Source: an optimization exercise on an open RTL-to-GDS flow (aim: small area, a short achievable clock period and few clock cycles per item). Production flows keep margins and buffers that such runs may drop.

==> flow/design.v <==
module cordicTanh(z0, clk, rst, out, flag);
	input wire clk, rst;
	input wire signed [15:0] z0;
	output wire signed [15:0] out;
	output reg flag;
	reg ld;                      
	reg rot;                     
	reg half;                    
	reg [3:0] sh;                
	reg signed [14:0] z;         
	reg signed [14:0] y;
	reg [13:0] x;                
	wire ext = z0[15] ^ z0[14];            
	wire div = ~(ld | rot | flag);
	wire rot_end = rot & half & (sh == 4'd13);
	wire s = rot ? z[14] : ~y[14];
	wire [13:1] d;
	genvar n;
	generate
		for (n = 1; n <= 13; n = n + 1) begin : dec
			assign d[n] = (sh == n);
		end
	endgenerate
	wire [14:0] K;
	assign K[14:12] = 3'b000;
	assign K[11] = d[1];
	assign K[10] = d[2];
	assign K[9]  = d[3];
	assign K[8]  = d[4];
	assign K[7]  = d[5] | (rot & d[1]);
	assign K[6]  = d[6] | (rot & d[1]);
	assign K[5]  = d[7];
	assign K[4]  = d[8] | (rot & d[2]);
	assign K[3]  = d[9] | (rot & d[1]);
	assign K[2]  = d[10] | (rot & d[2]);
	assign K[1]  = d[11] | (rot & (d[1] | d[2] | d[3])) | (~rot & d[12] & (z[14] ^ y[14]));
	assign K[0]  = rot & (d[3] | d[12] | d[13]);
	wire [13:0] xs = x >> sh;
	wire signed [14:0] ys = y >>> sh;
	wire [14:0] zn, yn; wire [13:0] xn;
	padd #(15,2) uz(z, K ^ {15{~s}}, ~s, zn);
	padd #(15,2) uy(y, {1'b0, xs} ^ {15{s}}, s, yn);
	padd #(14,2) ux(x, (ys[13:0] ^ {14{s}}) & {14{rot}}, s & rot, xn);    
	wire [15:0] zsum = {zn, 1'b0};
	wire [15:0] ysum = {yn, 1'b0};
	wire [14:0] xsum = {xn, 1'b0};
	always @(posedge clk) begin
		if (rst) begin
			ld <= 1'b1;
			rot <= 1'b0;
			flag <= 1'b0;
		end else begin
			ld <= flag;
			rot <= (ld & ~ext) | (rot & ~rot_end);
			flag <= (ld & ext) | (div & (sh == 4'd12));
		end
	end
	always @(posedge clk) begin
		half <= rot & ~half;
		if (ld | rot_end)
			sh <= 4'd1;
		else if (~rot | half)
			sh <= sh + 4'd1;
	end
	always @(posedge clk) begin
		if (ld) begin
			z <= ext ? {z0[15], z0[15], 13'h1000} : z0[14:0];
			x <= 14'h1000;
			y <= 15'h0000;
		end else begin
			z <= rot_end ? 15'h0000 : zsum[15:1];
			y <= ysum[15:1];
			x <= xsum[14:1];
		end
	end
	assign out = {z[14], z};
endmodule
module padd #(parameter N = 15, parameter KIND = 0) (input [N-1:0] a, input [N-1:0] b, input cin, output [N-1:0] sum);
	wire [N-1:0] p = a ^ b;
	wire [N-1:0] g0 = a & b;
	reg [N:0] G, P;
	reg [N:0] Gn, Pn;
	integer l, i, st;
	always @(*) begin
		G = {g0, cin};
		P = {p, 1'b0};
		if (KIND == 3) begin
			for (i = 1; i <= N; i = i + 1) begin
				G[i] = G[i] | (P[i] & G[i-1]);
			end
		end else if (KIND == 2) begin
			for (i = 1; i <= N; i = i + 2) begin G[i] = G[i] | (P[i] & G[i-1]); P[i] = P[i] & P[i-1]; end
			for (i = 3; i <= N; i = i + 4) begin G[i] = G[i] | (P[i] & G[i-2]); P[i] = P[i] & P[i-2]; end
			for (i = 7; i <= N; i = i + 8) begin G[i] = G[i] | (P[i] & G[i-4]); P[i] = P[i] & P[i-4]; end
			for (i = 15; i <= N; i = i + 16) begin G[i] = G[i] | (P[i] & G[i-8]); P[i] = P[i] & P[i-8]; end
			for (i = 11; i <= N; i = i + 8) begin G[i] = G[i] | (P[i] & G[i-4]); P[i] = P[i] & P[i-4]; end
			for (i = 5; i <= N; i = i + 4) begin G[i] = G[i] | (P[i] & G[i-2]); P[i] = P[i] & P[i-2]; end
			for (i = 2; i <= N; i = i + 2) begin G[i] = G[i] | (P[i] & G[i-1]); P[i] = P[i] & P[i-1]; end
		end else begin
			for (l = 1; l <= N; l = l * 2) begin
				Gn = G; Pn = P;
				for (i = 0; i <= N; i = i + 1) begin
					if (KIND == 0) begin
						if (i >= l) begin
							Gn[i] = G[i] | (P[i] & G[i-l]);
							Pn[i] = P[i] & P[i-l];
						end
					end else begin
						if ((i / l) % 2 == 1) begin
							Gn[i] = G[i] | (P[i] & G[(i / l) * l - 1]);
							Pn[i] = P[i] & P[(i / l) * l - 1];
						end
					end
				end
				G = Gn; P = Pn;
			end
		end
	end
	assign sum = p ^ G[N-1:0];
endmodule
clock: 10.0 ns
lec_check: 0
abc_area: 1
cap_margin: 70
core_margin: 2
core_utilization: 45
slew_margin: 70
tns_end_percent: 5
standard.sh (not shown) runs the stock make flow with config.mk's settings and CLKGATE_MAP_FILE= SYNTH_SCRIPT=/design/flow/synth_recipe.tcl, a recipe that flattens the netlist after the stock synthesis.
==> flow/flow/run.sh <==
#!/bin/bash
# Standard synthesis, then the standard layout steps with repair_timing
# asked for a larger setup margin and plain buffers on the ports (the SDC
# and clock period are unchanged).
set -eo pipefail
bash standard.sh synth > synth.log 2>&1
bash standard.sh SETUP_SLACK_MARGIN=7 "BUFFER_PORTS_ARGS=-buffer_cell sky130_fd_sc_hd__buf_1" finish > layout.log 2>&1
Next try:
--- a/flow/design.v
+++ b/flow/design.v
@@ -36,13 +36,13 @@
 	assign K[1]  = d[11] | (rot & (d[1] | d[2] | d[3])) | (~rot & d[12] & (z[14] ^ y[14]));
 	assign K[0]  = rot & (d[3] | d[12] | d[13]);
 	wire [13:0] xs = x >> sh;
 	wire signed [14:0] ys = y >>> sh;
 	wire [14:0] zn, yn; wire [13:0] xn;
-	padd #(15,2) uz(z, K ^ {15{~s}}, ~s, zn);
-	padd #(15,2) uy(y, {1'b0, xs} ^ {15{s}}, s, yn);
-	padd #(14,2) ux(x, (ys[13:0] ^ {14{s}}) & {14{rot}}, s & rot, xn);    
+	padd #(15,1) uz(z, K ^ {15{~s}}, ~s, zn);
+	padd #(15,1) uy(y, {1'b0, xs} ^ {15{s}}, s, yn);
+	padd #(14,1) ux(x, ys[13:0] ^ {14{s}}, s, xn);
 	wire [15:0] zsum = {zn, 1'b0};
 	wire [15:0] ysum = {yn, 1'b0};
 	wire [14:0] xsum = {xn, 1'b0};
 	always @(posedge clk) begin
 		if (rst) begin
@@ -68,11 +68,12 @@
 			x <= 14'h1000;
 			y <= 15'h0000;
 		end else begin
 			z <= rot_end ? 15'h0000 : zsum[15:1];
 			y <= ysum[15:1];
-			x <= xsum[14:1];
+			if (rot)
+				x <= xsum[14:1];
 		end
 	end
 	assign out = {z[14], z};
 endmodule
 module padd #(parameter N = 15, parameter KIND = 0) (input [N-1:0] a, input [N-1:0] b, input cin, output [N-1:0] sum);
What happened: Sequential cell count stays the same; worst hold slack gets better by 0.0049 ns; area after synthesis climbs by about 7%; sequential share of layout area drops by 1.4 points; synthesized cell count climbs by 15%.
Function was not checked in any run of this note: the RTL went through the layout flow alone.

Another version of the RTL of cordicTanh (not shown whole).
For scale: ~760 cells after synthesis, ~52 flip-flops, roughly 35 I/O pins, roughly 5100 sq um of cells after synthesis.
==> module cordicTanh, before the edit <==
module cordicTanh(z0, clk, rst, out, flag);
	input wire clk, rst;
	input wire signed [15:0] z0;
	output wire signed [15:0] out;
	output reg flag;
	reg ld;                      
	reg rot;                     
	reg half;                    
	reg [3:0] sh;                
	reg signed [14:0] z;         
	reg signed [14:0] y;
	reg [13:0] x;                
	wire ext = z0[15] ^ z0[14];            
	wire div = ~(ld | rot | flag);
	wire rot_end = rot & half & (sh == 4'd13);
	wire s = rot ? z[14] : ~y[14];
	wire [13:1] d;
	genvar n;
	generate
		for (n = 1; n <= 13; n = n + 1) begin : dec
			assign d[n] = (sh == n);
		end
	endgenerate
	wire sd = ~y[14];             
	wire [6:0] y12 = {y[5:0], 1'b1} + {{3'd0, x[13:11]} ^ {6{sd}}, sd};
	wire b12 = ~y12[6];
	wire b1 = ~z[14];
	wire b12_eq_b1 = ~(b12 ^ b1);
	wire e_up = sd ? (b12 & ~b1) : (b1 & ~b12);
	wire [14:0] K;
	assign K[14:12] = 3'b000;
	assign K[11] = d[1];
	assign K[10] = d[2];
	assign K[9]  = d[3];
	assign K[8]  = d[4];
	assign K[7]  = d[5] | (rot & d[1]);
	assign K[6]  = d[6] | (rot & d[1]);
	assign K[5]  = d[7];
	assign K[4]  = d[8] | (rot & d[2]);
	assign K[3]  = d[9] | (rot & d[1]);
	assign K[2]  = d[10] | (rot & d[2]) | (~rot & d[11] & e_up);
	assign K[1]  = (d[11] & (rot | b12_eq_b1)) | (rot & (d[1] | d[2] | d[3]));
	assign K[0]  = rot & (d[3] | d[12] | d[13]);
	wire [13:0] xs1 = sh[0] ? {1'd0, x[13:1]} : x;
	wire [13:0] xs2 = sh[1] ? {2'd0, xs1[13:2]} : xs1;
	wire [13:0] xs4 = sh[2] ? {4'd0, xs2[13:4]} : xs2;
	wire [13:0] xs  = sh[3] ? {8'd0, xs4[13:8]} : xs4;
	wire [14:0] ys1 = sh[0] ? {y[14], y[14:1]} : y;
	wire [14:0] ys2 = sh[1] ? {{2{ys1[14]}}, ys1[14:2]} : ys1;
	wire [14:0] ys4 = sh[2] ? {{4{ys2[14]}}, ys2[14:4]} : ys2;
	wire [14:0] ys  = sh[3] ? {{8{ys4[14]}}, ys4[14:8]} : ys4;
	wire [14:0] zn, yn;
	wire [13:0] xn;
	addsub #(15, 2) uz(z, K, ~s, zn);
	addsub #(15, 2) uy(y, {1'b0, xs}, s, yn);
	addsub #(14, 2) ux(x, ys[13:0] & {14{rot}}, s, xn);    
	always @(posedge clk) begin
		if (rst) begin
			ld <= 1'b1;
			rot <= 1'b0;
			flag <= 1'b0;
		end else begin
			ld <= flag;
			rot <= (ld & ~ext) | (rot & ~rot_end);
			flag <= (ld & ext) | (div & (sh == 4'd11));
		end
	end
	always @(posedge clk) begin
		half <= rot & ~half;
		if (ld | rot_end)
			sh <= 4'd1;
		else if (~rot | half)
			sh <= sh + 4'd1;
	end
	always @(posedge clk) begin
		if (ld) begin
			z <= ext ? {z0[15], z0[15], 13'h1000} : z0[14:0];
			x <= 14'h1000;
			y <= 15'h0000;
		end else begin
			z <= rot_end ? 15'h0000 : zn;
			y <= yn;
			x <= xn;
		end
	end
	assign out = {z[14], z};
endmodule
==> flow/config.mk <==
export PLATFORM = sky130hd
export DESIGN_NAME = cordicTanh
export DESIGN_NICKNAME = cordicTanh
export VERILOG_FILES = /design/flow/design.v
export SDC_FILE = /design/flow/constraint.sdc
export NUM_CORES = 4
export LEC_CHECK = 0
export ABC_AREA = 1
export CAP_MARGIN = 70
export CORE_MARGIN = 2
export CORE_UTILIZATION = 45
export SLEW_MARGIN = 70
export TNS_END_PERCENT = 5
==> flow/constraint.sdc <==
create_clock -name core_clock -period 10.0 [get_ports {clk}]
set_input_delay 2.0000 -clock core_clock [delete_from_list [all_inputs] [get_ports {clk}]]
set_output_delay 2.0000 -clock core_clock [all_outputs]
set_load 0.01 [all_outputs]
Scripts as last shown in full above: flow/flow/run.sh
Change:
--- a/flow/design.v
+++ b/flow/design.v
@@ -19,16 +19,10 @@
 	generate
 		for (n = 1; n <= 13; n = n + 1) begin : dec
 			assign d[n] = (sh == n);
 		end
 	endgenerate
-	wire sd = ~y[14];             
-	wire [6:0] y12 = {y[5:0], 1'b1} + {{3'd0, x[13:11]} ^ {6{sd}}, sd};
-	wire b12 = ~y12[6];
-	wire b1 = ~z[14];
-	wire b12_eq_b1 = ~(b12 ^ b1);
-	wire e_up = sd ? (b12 & ~b1) : (b1 & ~b12);
 	wire [14:0] K;
 	assign K[14:12] = 3'b000;
 	assign K[11] = d[1];
 	assign K[10] = d[2];
 	assign K[9]  = d[3];
@@ -36,12 +30,12 @@
 	assign K[7]  = d[5] | (rot & d[1]);
 	assign K[6]  = d[6] | (rot & d[1]);
 	assign K[5]  = d[7];
 	assign K[4]  = d[8] | (rot & d[2]);
 	assign K[3]  = d[9] | (rot & d[1]);
-	assign K[2]  = d[10] | (rot & d[2]) | (~rot & d[11] & e_up);
-	assign K[1]  = (d[11] & (rot | b12_eq_b1)) | (rot & (d[1] | d[2] | d[3]));
+	assign K[2]  = d[10] | (rot & d[2]);
+	assign K[1]  = d[11] | (rot & (d[1] | d[2] | d[3])) | (~rot & d[12] & (z[14] ^ y[14]));
 	assign K[0]  = rot & (d[3] | d[12] | d[13]);
 	wire [13:0] xs1 = sh[0] ? {1'd0, x[13:1]} : x;
 	wire [13:0] xs2 = sh[1] ? {2'd0, xs1[13:2]} : xs1;
 	wire [13:0] xs4 = sh[2] ? {4'd0, xs2[13:4]} : xs2;
 	wire [13:0] xs  = sh[3] ? {8'd0, xs4[13:8]} : xs4;
@@ -60,11 +54,11 @@
 			rot <= 1'b0;
 			flag <= 1'b0;
 		end else begin
 			ld <= flag;
 			rot <= (ld & ~ext) | (rot & ~rot_end);
-			flag <= (ld & ext) | (div & (sh == 4'd11));
+			flag <= (ld & ext) | (div & (sh == 4'd12));
 		end
 	end
 	always @(posedge clk) begin
 		half <= rot & ~half;
 		if (ld | rot_end)
Result:
- The new run completed without violations
- core utilization came out higher by 0.51 points
- non-clock buffer count grows by 6
- worst setup slack gets better by 0.45 ns
- via count shrinks slightly
- design area came out lower slightly
- area after synthesis is lower by a few percent
Function was not checked in any run of this note: the RTL went through the layout flow alone.

JK:
cordicTanh, a different RTL version from the one above (not shown whole).
For scale: about 760 cells after synthesis, ~68 flip-flops, about 35 I/O pins, ~6400 µm² of cells after synthesis.
==> module cordicTanh, before the edit <==
module cordicTanh(z0, clk, rst, out, flag);
	input wire clk, rst;
	input wire signed [15:0] z0;
	output wire signed [15:0] out;
	output reg flag;
	reg [5:0] cnt;
	reg [3:0] sh;                
	reg rot;                     
	reg signed [14:0] z;         
	reg signed [14:0] y;
	reg [13:0] x;                
	wire ext = z0[15] ^ z0[14];            
	wire load = (cnt == 6'd0);
	wire last = (cnt == 6'd38);
	wire s = rot ? z[14] : ~y[14];
	reg [14:0] K;
	always @(*)
		if (rot)
			case (sh)
				4'd1:  K = 15'h08CA;
				4'd2:  K = 15'h0416;
				4'd3:  K = 15'h0203;
				4'd4:  K = 15'h0100;
				4'd5:  K = 15'h0080;
				4'd6:  K = 15'h0040;
				4'd7:  K = 15'h0020;
				4'd8:  K = 15'h0010;
				4'd9:  K = 15'h0008;
				4'd10: K = 15'h0004;
				4'd11: K = 15'h0002;
				default: K = 15'h0001;
			endcase
		else if (sh == 4'd12)
			K = (z[14] ^ y[14]) ? 15'h0002 : 15'h0000;
		else
			K = 15'h1000 >> sh;
	wire [13:0] xs = x >> sh;
	wire signed [14:0] ys = y >>> sh;
	wire [14:0] xs15 = {1'b0, xs};
	wire [14:0] zn = s ? z + K : z - K;
	wire [14:0] yn = s ? y - xs15 : y + xs15;
	wire [13:0] xn = s ? x - ys[13:0] : x + ys[13:0];
	reg [3:0] sh_n;
	always @(*)
		if (cnt <= 6'd25)
			sh_n = (cnt[4:0] + 5'd2) >> 1;
		else if (cnt <= 6'd37)
			sh_n = cnt - 6'd25;
		else
			sh_n = 4'd1;
	always @(posedge clk) begin
		if (rst) begin
			cnt <= 6'd0;
			flag <= 1'b0;
		end else if (load) begin
			cnt <= ext ? 6'd39 : 6'd1;
			flag <= ext;
		end else if (cnt == 6'd39) begin
			cnt <= 6'd0;
			flag <= 1'b0;
		end else begin
			cnt <= cnt + 6'd1;
			flag <= last;
		end
	end
	always @(posedge clk) begin
		sh <= sh_n;
		rot <= (cnt <= 6'd25);
		if (load) begin
			z <= ext ? (z0[15] ? 15'h7000 : 15'h1000) : z0[14:0];
			x <= 14'h1000;
			y <= 15'h0000;
		end else begin
			z <= (cnt == 6'd26) ? 15'h0000 : zn;
			y <= yn;
			if (rot)
				x <= xn;
		end
	end
	assign out = {z[14], z};
endmodule
make LEC_CHECK=0 CAP_MARGIN=20 CORE_MARGIN=2 CORE_UTILIZATION=40 SLEW_MARGIN=20 finish   # period 10.0 ns
run.sh (not shown) runs the stock make flow with config.mk's settings and CLKGATE_MAP_FILE= SYNTH_SCRIPT=/design/flow/synth_recipe.tcl, a recipe that flattens the netlist after the stock synthesis.
Stock flow here: none of the scripts above is used.
Every stage of the flow completed for JK, and the final layout passed the timing, design-rule and antenna checks.
For PW, these inputs were changed with respect to JK:
==> flow/design.v <==
module cordicTanh(z0, clk, rst, out, flag);
	input wire clk, rst;
	input wire signed [15:0] z0;
	output wire signed [15:0] out;
	output reg flag;
	reg [5:0] cnt;
	reg [3:0] sh;                
	reg rot;                     
	reg signed [14:0] z;         
	reg signed [14:0] y;
	reg [13:0] x;                
	wire ext = z0[15] ^ z0[14];            
	wire load = (cnt == 6'd0);
	wire last = (cnt == 6'd38);
	wire s = rot ? z[14] : ~y[14];
	wire [14:0] K =
		!rot ? ((sh == 4'd12) ? {13'd0, z[14] ^ y[14], 1'b0} : (15'h1000 >> sh)) :
		(sh == 4'd1)  ? 15'h08CA :
		(sh == 4'd2)  ? 15'h0416 :
		(sh == 4'd3)  ? 15'h0203 :
		(sh == 4'd4)  ? 15'h0100 :
		(sh == 4'd5)  ? 15'h0080 :
		(sh == 4'd6)  ? 15'h0040 :
		(sh == 4'd7)  ? 15'h0020 :
		(sh == 4'd8)  ? 15'h0010 :
		(sh == 4'd9)  ? 15'h0008 :
		(sh == 4'd10) ? 15'h0004 :
		(sh == 4'd11) ? 15'h0002 : 15'h0001;
	wire [13:0] xs = x >> sh;
	wire signed [14:0] ys = y >>> sh;
	wire [14:0] xs15 = {1'b0, xs};
	wire [15:0] zsum = {z, 1'b1} + {K ^ {15{~s}}, ~s};
	wire [15:0] ysum = {y, 1'b1} + {xs15 ^ {15{s}}, s};
	wire [14:0] xsum = {x, 1'b1} + {ys[13:0] ^ {14{s}}, s};
	wire [14:0] zn = zsum[15:1];
	wire [14:0] yn = ysum[15:1];
	wire [13:0] xn = xsum[14:1];
	reg [3:0] sh_n;
	always @(*)
		if (cnt <= 6'd25)
			sh_n = (cnt[4:0] + 5'd2) >> 1;
		else if (cnt <= 6'd37)
			sh_n = cnt - 6'd25;
		else
			sh_n = 4'd1;
	always @(posedge clk) begin
		if (rst) begin
			cnt <= 6'd0;
			flag <= 1'b0;
		end else if (load) begin
			cnt <= ext ? 6'd39 : 6'd1;
			flag <= ext;
		end else if (cnt == 6'd39) begin
			cnt <= 6'd0;
			flag <= 1'b0;
		end else begin
			cnt <= cnt + 6'd1;
			flag <= last;
		end
	end
	always @(posedge clk) begin
		sh <= sh_n;
		rot <= (cnt <= 6'd25);
		if (load) begin
			z <= ext ? (z0[15] ? 15'h7000 : 15'h1000) : z0[14:0];
			x <= 14'h1000;
			y <= 15'h0000;
		end else begin
			z <= (cnt == 6'd26) ? 15'h0000 : zn;
			y <= yn;
			if (rot)
				x <= xn;
		end
	end
	assign out = {z[14], z};
endmodule
==> comparison <==
Compared PW vs JK, and placed standard-cell area is down in PW.
Of PW and JK, the run reporting the higher sequential cell count was JK.
Area of the multi-input gates: PW and JK compared, lower one is PW
Between PW and JK, routability congestion estimate is higher for PW, JK comes in under that.
Function was not checked in any run of this note: the RTL went through the layout flow alone.

[static timing again, ports no longer ideal]
Ports are ideal in the flow. The routed layouts listed here were re-timed in OpenROAD.
Step 1, drivers: a clkbuf_16 drives clk and a buf_2 each remaining input, both assumed.
Step 2 times the ports against the registers' clock, not the clock port: input delays grow and output delays shrink by t, the midpoint of the rising clock arrivals with the driver on.
a / b / c = ideal ports / drivers / drivers and shift; a / b = the first two.
| run | shift t [ns] | setup WS [ns] | worst hold slack (ns) | cell pins on the clock port's net |
|---|---|---|---|---|
| the first run of note 1 | 0.362 | 6.794 / 6.794 / 6.794 | 0.489 / 0.489 / 0.489 | 1 |
| the second run of note 1 | 0.370 | 6.905 / 6.905 / 6.905 | 0.494 / 0.494 / 0.494 | 1 |
| the first run of note 2 | 0.348 | 6.596 / 6.596 / 6.596 | 0.483 / 0.483 / 0.483 | 1 |
| the second run of note 2 | 0.372 | 7.046 / 7.014 / 7.089 | 0.497 / 0.497 / 0.497 | 1 |
| JK | 0.380 | 4.725 / 4.725 / 4.725 | 0.529 / 0.529 / 0.529 | 1 |
| PW | 0.350 | 5.958 / 5.958 / 5.958 | 0.559 / 0.559 / 0.559 | 1 |
After both steps every run listed still meets setup and hold.
